Background: an optimization exercise with open tools, aiming at small area, a short achievable clock period and few clock cycles. Do not read the settings as production practice.
The RTL was checked by simulation tests, not by an equivalence proof against the original design.
Power figures rest on the tool's default switching activity, not on a simulated workload.

// CONVCOR
module CONVCOR(clk, rst_n, in_valid, in_a, in_b, in_mode, out_valid, out);
For scale: roughly 1,400 cells after synthesis, roughly 260 flip-flops, ~0.015 sq mm of cells after synthesis.
export LEC_CHECK = 0
export CAP_MARGIN = 20
export CORE_MARGIN = 2
export CORE_UTILIZATION = 60
export CTS_BUF_LIST = sky130_fd_sc_hd__clkbuf_16
export CTS_CLUSTER_DIAMETER = 120
export CTS_CLUSTER_SIZE = 25
export SLEW_MARGIN = 20
create_clock -name core_clock -period 12.5 [get_ports {clk}]
standard.sh (not shown) runs the stock make flow with config.mk's settings and CLKGATE_MAP_FILE= SYNTH_SCRIPT=/design/flow/synth_recipe.tcl, a recipe that flattens the netlist after the stock synthesis.
==> flow/flow/run.sh <==
#!/bin/bash
set -euo pipefail
bash standard.sh SETUP_SLACK_MARGIN=9 "BUFFER_PORTS_ARGS=-buffer_cell sky130_fd_sc_hd__buf_1" finish > standard_flow.log 2>&1
Testbench counts at the start, summed over its fixed seeds: cycles 14,544.
Edit:
==> flow/flow/run.sh (replaced) <==
#!/bin/bash
set -euo pipefail
bash standard.sh SETUP_SLACK_MARGIN=9 finish > standard_flow.log 2>&1
- CTS_BUF_LIST: sky130_fd_sc_hd__clkbuf_16 -> sky130_fd_sc_hd__clkbuf_8
- CTS_CLUSTER_DIAMETER: 120 -> default
- CTS_CLUSTER_SIZE: 25 -> 30
Effect: Area after synthesis does not change. Critical path depth is unchanged. Via count grows by 3.1%. Total power grows by 11%. Global-route usage grows by 0.71 points. Wire length grows by 4.3%. Cell area grows by 6.4%.
Edit:
- ABC_AREA: default -> 1
- CTS_BUF_LIST: sky130_fd_sc_hd__clkbuf_8 -> sky130_fd_sc_hd__clkbuf_16
- CTS_CLUSTER_DIAMETER: default -> 120
- CTS_CLUSTER_SIZE: 30 -> 25
Combinational power goes up by a quarter to a third; worst hold slack improves by 0.0035 ns; clock power is lower by well over a third; utilization drops by 0.87 points.
Edit:
- ABC_AREA: 1 -> default
- CORE_UTILIZATION: 60 -> 70
Synthesized area falls by 4.5%.
Die area falls by 18%.
Clock skew rises by 0.0050 ns.
Register-to-register slack stays flat.
Wire length falls by 13%.
Combinational power falls by 26%.

* * *

wip/fjord:
Starting RTL as in the previous note.
==> flow/design.v (excerpt) <==
module CONVCOR(clk, rst_n, in_valid, in_a, in_b, in_mode, out_valid, out);
==> flow/config.mk <==
export PLATFORM = sky130hd
export DESIGN_NAME = CONVCOR
export DESIGN_NICKNAME = CONVCOR
export VERILOG_FILES = /design/flow/design.v
export SDC_FILE = /design/flow/constraint.sdc
export NUM_CORES = 4
export LEC_CHECK = 0
export CAP_MARGIN = 20
export CORE_MARGIN = 2
export CORE_UTILIZATION = 60
export CTS_BUF_LIST = sky130_fd_sc_hd__clkbuf_16
export CTS_CLUSTER_DIAMETER = 120
export CTS_CLUSTER_SIZE = 25
export SLEW_MARGIN = 20
==> flow/constraint.sdc <==
create_clock -name core_clock -period 12.5 [get_ports {clk}]
set_input_delay 2.5000 -clock core_clock [delete_from_list [all_inputs] [get_ports {clk}]]
set_output_delay 2.5000 -clock core_clock [all_outputs]
set_load 0.01 [all_outputs]
==> flow/flow/run.sh <==
#!/bin/bash
set -euo pipefail
bash standard.sh SETUP_SLACK_MARGIN=8.9 finish > standard_flow.log 2>&1
wip/fjord went all the way through the flow, and no timing, DRC or antenna check failed.
Testbench counts of wip/fjord, summed over its fixed seeds: cycles 14,544.
The inputs of wip/amber differ from those of wip/fjord as listed below.
- CTS_CLUSTER_SIZE now 30, was 25
- CTS_BUF_LIST no longer set, was sky130_fd_sc_hd__clkbuf_16
- CTS_CLUSTER_DIAMETER no longer set, was 120
- CORE_UTILIZATION now 70, was 60
==> flow/flow/run.sh <==
#!/bin/bash
set -euo pipefail
bash standard.sh SETUP_SLACK_MARGIN=9 finish > standard_flow.log 2>&1
--- outcome ---
The highest clock frequency the design can meet in wip/amber was higher than what wip/fjord gave. The estimated power of wip/amber ends up higher than the estimate for wip/fjord. Looking at clock group total power across both flows, wip/amber is the weaker of the two, with wip/fjord ahead. Re non-clock buffering overhead in the final layout: wip/amber is 1.2 points up on wip/fjord.
Edits applied to the flow inputs when going from wip/amber to wip/yarrow:
- setting CTS_BUF_LIST to sky130_fd_sc_hd__clkbuf_8 for the first time
- changing CORE_UTILIZATION from 70 to 40
Results
- Looking at wip/amber and wip/yarrow, the sequential power is a wash.
- Delta (wip/yarrow minus wip/amber): die outline area increased 73%, number of rows in the core area rose by about 35%.
What wip/sierra does differently from wip/yarrow at the input level:
- changing CTS_CLUSTER_SIZE from 30 to 20
- changing CORE_UTILIZATION from 40 to 60
- changing CTS_BUF_LIST from sky130_fd_sc_hd__clkbuf_8 to sky130_fd_sc_hd__clkbuf_16
- setting CTS_CLUSTER_DIAMETER to 150 for the first time
==> flow/flow/run.sh <==
#!/bin/bash
set -euo pipefail
bash standard.sh SETUP_SLACK_MARGIN=9 "BUFFER_PORTS_ARGS=-buffer_cell sky130_fd_sc_hd__buf_1" finish > standard_flow.log 2>&1
Findings:
Clock tree buffer count of the final layout in wip/sierra is 42 below wip/yarrow.
The higher final worst-path cycle share of wip/sierra and wip/yarrow is in wip/yarrow.
The faster design of the two is wip/sierra; wip/yarrow tops out lower.
Taking wip/yarrow as the reference, in wip/sierra detailed-placement wirelength estimate fell by 2.4%; initial DRC count up 178.
Taking wip/yarrow as the reference, in wip/sierra global-route usage grew by 6.8 points; wire length lower.
Inputs modified between wip/sierra and wip/indigo:
- CTS_CLUSTER_DIAMETER now 90, was 150
- CTS_CLUSTER_SIZE now 30, was 20
## What came out
The total routing usage reported by global routing was comparable across wip/sierra and wip/indigo. Relative to wip/sierra, time the worst path needs with I/O delays and setup decreased by 0.0047 ns in wip/indigo. Cmp wip/sierra and wip/indigo / core occupancy in the finished layout / higher: wip/sierra. Compared with wip/sierra, wip/indigo ends up with a smaller final cell area. Comparing wip/sierra and wip/indigo, worst-case vdd ir drop is lower on wip/sierra. For the post-synthesis to final-layout area growth, wip/indigo came in 0.33 points lower than wip/sierra did. | worst hold slack | wip/indigo vs wip/sierra | ≈ equal |. wip/sierra → wip/indigo: final worst-path setup slack increased 0.0047 ns; clock skew after layout increased 0.016 ns.
Here is what was changed in the inputs of wip/ember compared with wip/indigo.
- CORE_UTILIZATION now 40, was 60
- CTS_CLUSTER_SIZE no longer set, was 30
- CTS_BUF_LIST no longer set, was sky130_fd_sc_hd__clkbuf_16
- CTS_CLUSTER_DIAMETER no longer set, was 90
==> flow/flow/run.sh <==
#!/bin/bash
set -euo pipefail
bash standard.sh SETUP_SLACK_MARGIN=9 finish > standard_flow.log 2>&1
==> comparison <==
- Status | wip/ember and wip/indigo | clean
- Taking wip/indigo as the reference point, the core utilization of wip/ember falls by 18 points.
- wip/ember vs wip/indigo, instance count: wip/ember higher
- Setup slack deteriorates in wip/ember relative to wip/indigo.
- Taking wip/indigo as the reference point, the internal power of the cells of wip/ember rises by about 20%.

[re-timing with driven ports]
No port has a modelled driver above. Below, the same layouts with a new extraction and two added sets of constraints.
Step 1, drivers: a clkbuf_16 drives clk and a buf_2 each remaining input, both assumed.
Step 2 moves the port delays by t, midway between the first and last clock arrival at a register: inputs arrive t later, outputs are due t later. That takes back most of the time a late clock gives input paths.
Three values: ideal, step 1, step 2; two values: the first two.
run | shift t [ns] | slack for setup (ns) | worst slew at a driven data input, ns
the first run of note 1 | 0.540 | 9.035 / 8.988 / 8.954 | 0.04
the second run of note 1 | 0.593 | 8.994 / 8.948 / 8.666 | 0.04
the third run of note 1 | 0.536 | 9.031 / 8.982 / 8.776 | 0.03
the fourth run of note 1 | 0.552 | 9.022 / 8.974 / 8.635 | 0.03
wip/fjord | 0.540 | 8.945 / 8.898 / 8.648 | 0.03
wip/amber | 0.582 | 9.015 / 8.966 / 8.629 | 0.03
wip/yarrow | 0.615 | 8.957 / 8.911 / 8.620 | 0.05
wip/sierra | 0.534 | 9.031 / 8.984 / 9.004 | 0.04
wip/indigo | 0.540 | 9.035 / 8.987 / 9.007 | 0.04
wip/ember | 0.612 | 8.978 / 8.925 / 8.621 | 0.05
After both steps every run listed still meets setup and hold. For the fourth run of note 1, which loses most, drivers alone change the setup slack by -0.048 ns; drivers and shift together by -0.387 ns.
